Source: an optimization exercise on an open RTL-to-GDS flow (aim: small area and a short achievable clock period). Production flows keep margins and buffers that such runs may drop. RTL that was checked went through simulation tests only; none was proved equivalent to the original. Power figures rest on the tool's default switching activity, not on a simulated workload.

==> flow/design.v <==
module bcd_fadd(
    input  [3:0] a,
    input  [3:0] b,
    output       g,
    output [3:0] l );
    wire k = a[0] & b[0];
    wire c1, c2;
    assign l[0] = a[0] ^ b[0];
    assign l[1] = a[1] ^ b[1] ^ k;
    assign c1   = (a[1] & b[1]) | (a[1] & k) | (b[1] & k);
    assign l[2] = a[2] ^ b[2] ^ c1;
    assign c2   = (a[2] & b[2]) | (a[2] & c1) | (b[2] & c1);
    assign l[3] = a[3] | b[3] | c2;                        
    assign g    = (a[3] & b[3]) | (a[3] & c2) | (b[3] & c2);  
endmodule
module bcd_finc(
    input  [3:0] l,
    input        g,
    input        c,
    output       cout,
    output [3:0] sum );
    wire [3:0] h = {g, l[3] & ~g, l[2:1]};            
    wire gen  = h[3] | (h[2] & (h[1] | h[0]));       
    wire prop = (h[2] & ~h[1] & ~h[0]) & l[0];        
    assign cout = gen | (c & prop);
    wire w = l[0] & c;
    assign sum[0] = l[0] ^ c;
    wire is4 = h[2] & ~h[1] & ~h[0];
    wire is9 = h[3] & h[0];
    wire [2:0] m;    
    assign m[0] = h[0] ^ gen;
    assign m[1] = h[1] ^ (~h[0] & (h[3] | (h[2] & h[1])));
    assign m[2] = is4 | is9;
    assign sum[1] = m[0] ^ (w & ~m[2]);
    assign sum[2] = m[1] ^ (w & m[0]);
    assign sum[3] = w ? (m[0] & m[1]) : m[2];
endmodule
module bcd_adder100_core(
    input  [399:0] l,
    input  [99:0]  g,
    input          cin,
    output         cout,
    output [399:0] sum );
    wire [100:0] c;
    assign c[0] = cin;
    genvar i;
    generate
        for (i = 0; i < 100; i = i + 1) begin : digit
            bcd_finc u_inc(
                .l(l[4*i+3 : 4*i]),
                .g(g[i]),
                .c(c[i]),
                .cout(c[i+1]),
                .sum(sum[4*i+3 : 4*i]));
        end
    endgenerate
    assign cout = c[100];
endmodule
module bcd_adder100(
    input              clk,
    input      [399:0] a,
    input      [399:0] b,
    input              cin,
    output reg         cout,
    output reg [399:0] sum );
    wire [399:0] l_w;
    wire [99:0]  g_w;
    reg  [399:0] l_r;
    reg  [99:0]  g_r;
    reg          cin_r;
    wire         cout_w;
    wire [399:0] sum_w;
    genvar i;
    generate
        for (i = 0; i < 100; i = i + 1) begin : pre
            bcd_fadd u_pre(
                .a(a[4*i+3 : 4*i]),
                .b(b[4*i+3 : 4*i]),
                .g(g_w[i]),
                .l(l_w[4*i+3 : 4*i]));
        end
    endgenerate
    bcd_adder100_core u_core(
        .l(l_r), .g(g_r), .cin(cin_r), .cout(cout_w), .sum(sum_w));
    always @(posedge clk) begin
        l_r   <= l_w;
        g_r   <= g_w;
        cin_r <= cin;
        cout  <= cout_w;
        sum   <= sum_w;
    end
endmodule
clock: 180.0 ns
lec_check: 0
cap_margin: 20
core_area: 4 4 756 126
cts_buf_list: sky130_fd_sc_hd__clkbuf_16
cts_cluster_diameter: 80
cts_cluster_size: 28
die_area: 0 0 760 130
slew_margin: 20
standard.sh (not shown) runs the stock make flow with config.mk's settings and CLKGATE_MAP_FILE= SYNTH_SCRIPT=/design/flow/synth_recipe.tcl, a recipe that flattens the netlist after the stock synthesis.
==> flow/flow/run.sh <==
#!/bin/bash
# The standard layout (standard.sh), with these changes:
#  - synthesis maps with an area-oriented ABC script (flow/abc_area.script)
#    and skips the early "abc -fast" of Yosys's synth (-noabc), so the full
#    and half adders are extracted from the design as written;
#  - every port is buffered with the smallest buffer, buf_1;
#  - the ports are placed digit by digit along the die (flow/io.tcl).
# The rest of ORFS's scripts is used unchanged, from a copy in this folder.
set -euo pipefail
rm -rf scripts_local
cp -r "$FLOW_HOME/scripts" scripts_local
cp flow/abc_area.script scripts_local/abc_speed.script
export SCRIPTS_DIR="$PWD/scripts_local"
export SYNTH_ARGS="-noabc"
export BUFFER_PORTS_ARGS="-buffer_cell sky130_fd_sc_hd__buf_1"
export IO_CONSTRAINTS="$PWD/flow/io.tcl"
bash standard.sh > standard.log 2>&1
==> flow/flow/abc_area.script <==
&get -n
&st
&dch
&nf -R 1000
&put
topo
stime -c
==> flow/flow/io.tcl <==
# Pin placement: digit i of a, b and sum gets the edge slice of the die
# above and below x = [M + i*DW, M + (i+1)*DW): a and two sum bits on the
# top edge, b and the other two sum bits on the bottom edge, so each
# digit's logic sits in one column and its port wires stay short.
set M 10.0
set W [expr {[lindex [ord::get_die_area] 2] - [lindex [ord::get_die_area] 0]}]
set DW [expr {($W - 2 * $M) / 100.0}]
for {set i 0} {$i < 100} {incr i} {
  set x0 [expr {$M + $i * $DW}]
  set x1 [expr {$x0 + $DW}]
  set top {}
  set bot {}
  for {set j 0} {$j < 4} {incr j} {
    set k [expr {4 * $i + $j}]
    lappend top "a\[$k\]"
    lappend bot "b\[$k\]"
  }
  lappend top "sum\[[expr {4 * $i}]\]" "sum\[[expr {4 * $i + 1}]\]"
  lappend bot "sum\[[expr {4 * $i + 2}]\]" "sum\[[expr {4 * $i + 3}]\]"
  set_io_pin_constraint -pin_names $top -region top:[format %.2f $x0]-[format %.2f $x1]
  set_io_pin_constraint -pin_names $bot -region bottom:[format %.2f $x0]-[format %.2f $x1]
}
set_io_pin_constraint -pin_names {cin} -region left:*
set_io_pin_constraint -pin_names {cout} -region right:*
set_io_pin_constraint -pin_names {clk} -region left:*
Edit:
--- a/flow/design.v
+++ b/flow/design.v
@@ -10,8 +10,8 @@
     assign c1   = (a[1] & b[1]) | (a[1] & k) | (b[1] & k);
     assign l[2] = a[2] ^ b[2] ^ c1;
     assign c2   = (a[2] & b[2]) | (a[2] & c1) | (b[2] & c1);
-    assign l[3] = a[3] | b[3] | c2;                        
-    assign g    = (a[3] & b[3]) | (a[3] & c2) | (b[3] & c2);  
+    assign l[3] = a[3] ^ b[3] ^ c2;
+    assign g    = (a[3] & b[3]) | (a[3] & c2) | (b[3] & c2);
 endmodule
 module bcd_finc(
     input  [3:0] l,
@@ -19,7 +19,7 @@
     input        c,
     output       cout,
     output [3:0] sum );
-    wire [3:0] h = {g, l[3] & ~g, l[2:1]};            
+    wire [3:0] h = {g, l[3:1]};
     wire gen  = h[3] | (h[2] & (h[1] | h[0]));       
     wire prop = (h[2] & ~h[1] & ~h[0]) & l[0];        
     assign cout = gen | (c & prop);
Effect: First-iteration DRC count came out lower by 15%. Design area came out higher by 0.89%. Power grows by 6.1%. Sequential power went up by about 5%. Cell count goes down by 1.9%. Worst setup slack improves by 0.038 ns. Core utilization goes up by 0.41 points. Area after synthesis grows by 1.1%. Global-route usage falls by 0.20 points. Critical path depth does not change. Hold slack is about the same. Via count drops by 4.0%.

main:
Another version of the RTL of bcd_adder100 (not shown whole).
Size in the first run: ~4400 cells after synthesis, roughly 900 flip-flops.
==> module bcd_fadd, before the edit <==
module bcd_fadd(
    input  [3:0] a,
    input  [3:0] b,
    output       g,
    output [3:0] l );
    wire [4:0] s = a + b;
    assign g = (s > 5'd9);
    assign l = g ? (s[3:0] + 4'd6) : s[3:0];
endmodule
==> module bcd_finc, before the edit <==
module bcd_finc(
    input  [3:0] l,
    input        g,
    input        c,
    output       cout,
    output [3:0] sum );
    assign cout = g | (l[3] & l[0] & c);            
    assign sum  = (c & l[3] & l[0]) ? 4'd0 : (l + {3'd0, c});
endmodule
make LEC_CHECK=0 CAP_MARGIN=20 CORE_MARGIN=2 CORE_UTILIZATION=40 SLEW_MARGIN=20 finish   # period 180.0 ns
run.sh (not shown) runs the stock make flow with config.mk's settings and CLKGATE_MAP_FILE= SYNTH_SCRIPT=/design/flow/synth_recipe.tcl, a recipe that flattens the netlist after the stock synthesis.
Stock flow here: none of the scripts above is used.
No stage failed in main, and the final checks on the layout all came back clean.
Here is what was changed in the inputs of the feature branch compared with main.
diff --git a/flow/design.v b/flow/design.v
--- a/flow/design.v
+++ b/flow/design.v
@@ -2,20 +2,35 @@
     input  [3:0] a,
     input  [3:0] b,
     output       g,
     output [3:0] l );
-    wire [4:0] s = a + b;
-    assign g = (s > 5'd9);
-    assign l = g ? (s[3:0] + 4'd6) : s[3:0];
+    wire       k = a[0] & b[0];
+    wire [3:0] h;
+    wire       c1, c2;
+    assign h[0] = a[1] ^ b[1] ^ k;
+    assign c1   = (a[1] & b[1]) | (a[1] & k) | (b[1] & k);
+    assign h[1] = a[2] ^ b[2] ^ c1;
+    assign c2   = (a[2] & b[2]) | (a[2] & c1) | (b[2] & c1);
+    assign h[2] = a[3] ^ b[3] ^ c2;
+    assign h[3] = (a[3] & b[3]) | (a[3] & c2) | (b[3] & c2);
+    assign g = h[3] | (h[2] & (h[1] | h[0]));
+    assign l[0] = a[0] ^ b[0];
+    assign l[1] = g ? ~(h[0] ^ h[3]) : h[0];
+    assign l[2] = g ? (h[3] | (h[1] & h[0])) & ~(h[3] & h[0]) : h[1];
+    assign l[3] = g ? (h[3] & h[0]) : h[2];
 endmodule
 module bcd_finc(
     input  [3:0] l,
     input        g,
     input        c,
     output       cout,
     output [3:0] sum );
-    assign cout = g | (l[3] & l[0] & c);            
-    assign sum  = (c & l[3] & l[0]) ? 4'd0 : (l + {3'd0, c});
+    wire w = l[0] & c;
+    assign cout   = g | (w & l[3]);                   
+    assign sum[0] = l[0] ^ c;
+    assign sum[1] = l[1] ^ (w & ~l[3]);
+    assign sum[2] = l[2] ^ (w & l[1]);
+    assign sum[3] = w ? (l[1] & l[2]) : l[3];
 endmodule
 module bcd_adder100_core(
     input  [399:0] l,
     input  [99:0]  g,
==> run notes <==
From main to the feature branch the numbers moved as follows: starting utilization of the core area shows no meaningful change, share of the synthesized netlist area taken by xor and xnor gates shows a reduction of 6.7 points, number of nets in the synthesized netlist shows a reduction of 9.6%, compound-cell area share of the yosys netlist shows a reduction of 0.98 points.
Area after synthesis improves in the feature branch relative to main.
What ended the feature branch was a tool error in I/O pin placement; the run never finished.
Against main as the reference, the feature branch delivers a lower vertical extent of the die.
Multiplexer share of the synthesized area in the feature branch is 2.1 points lower than in main
Synthesized cell count in the feature branch vs main: down 7.4%
No run of this note included a check of the RTL's function; only the layout flow was run.

## what the ideal ports hide
The results above use ideal ports. As a check the final layouts listed here were re-extracted and re-timed, cells and wires unchanged. Step 1 sets driving cells, clkbuf_16 on the clock port and buf_2 on the other inputs (assumed; they add their load-dependent delay and slew). Step 2 moves the port delays by t, midway between the first and last clock arrival at a register: inputs arrive t later, outputs are due t later. That takes back most of the time a late clock gives input paths. Three values: ideal ports, drivers, drivers and shift; two values: the first two.
| run | t (ns) | slack for setup (ns) | worst setup path at the end | clock arrival spread, ns |
|---|---|---|---|---|
| the first run of note 1 | 0.734 | 142.750 / 142.656 / 142.365 | input to register | 0.035 / 0.036 |
| the second run of note 1 | 0.722 | 142.788 / 142.697 / 142.249 | input to register | 0.034 / 0.035 |
| main | 0.742 | 141.954 / 142.006 / 141.271 | input to register | 0.029 / 0.029 |
After both steps setup and hold are still met in every run listed. For main, which loses most, drivers alone change the setup slack by +0.052 ns; drivers and shift together by -0.683 ns.
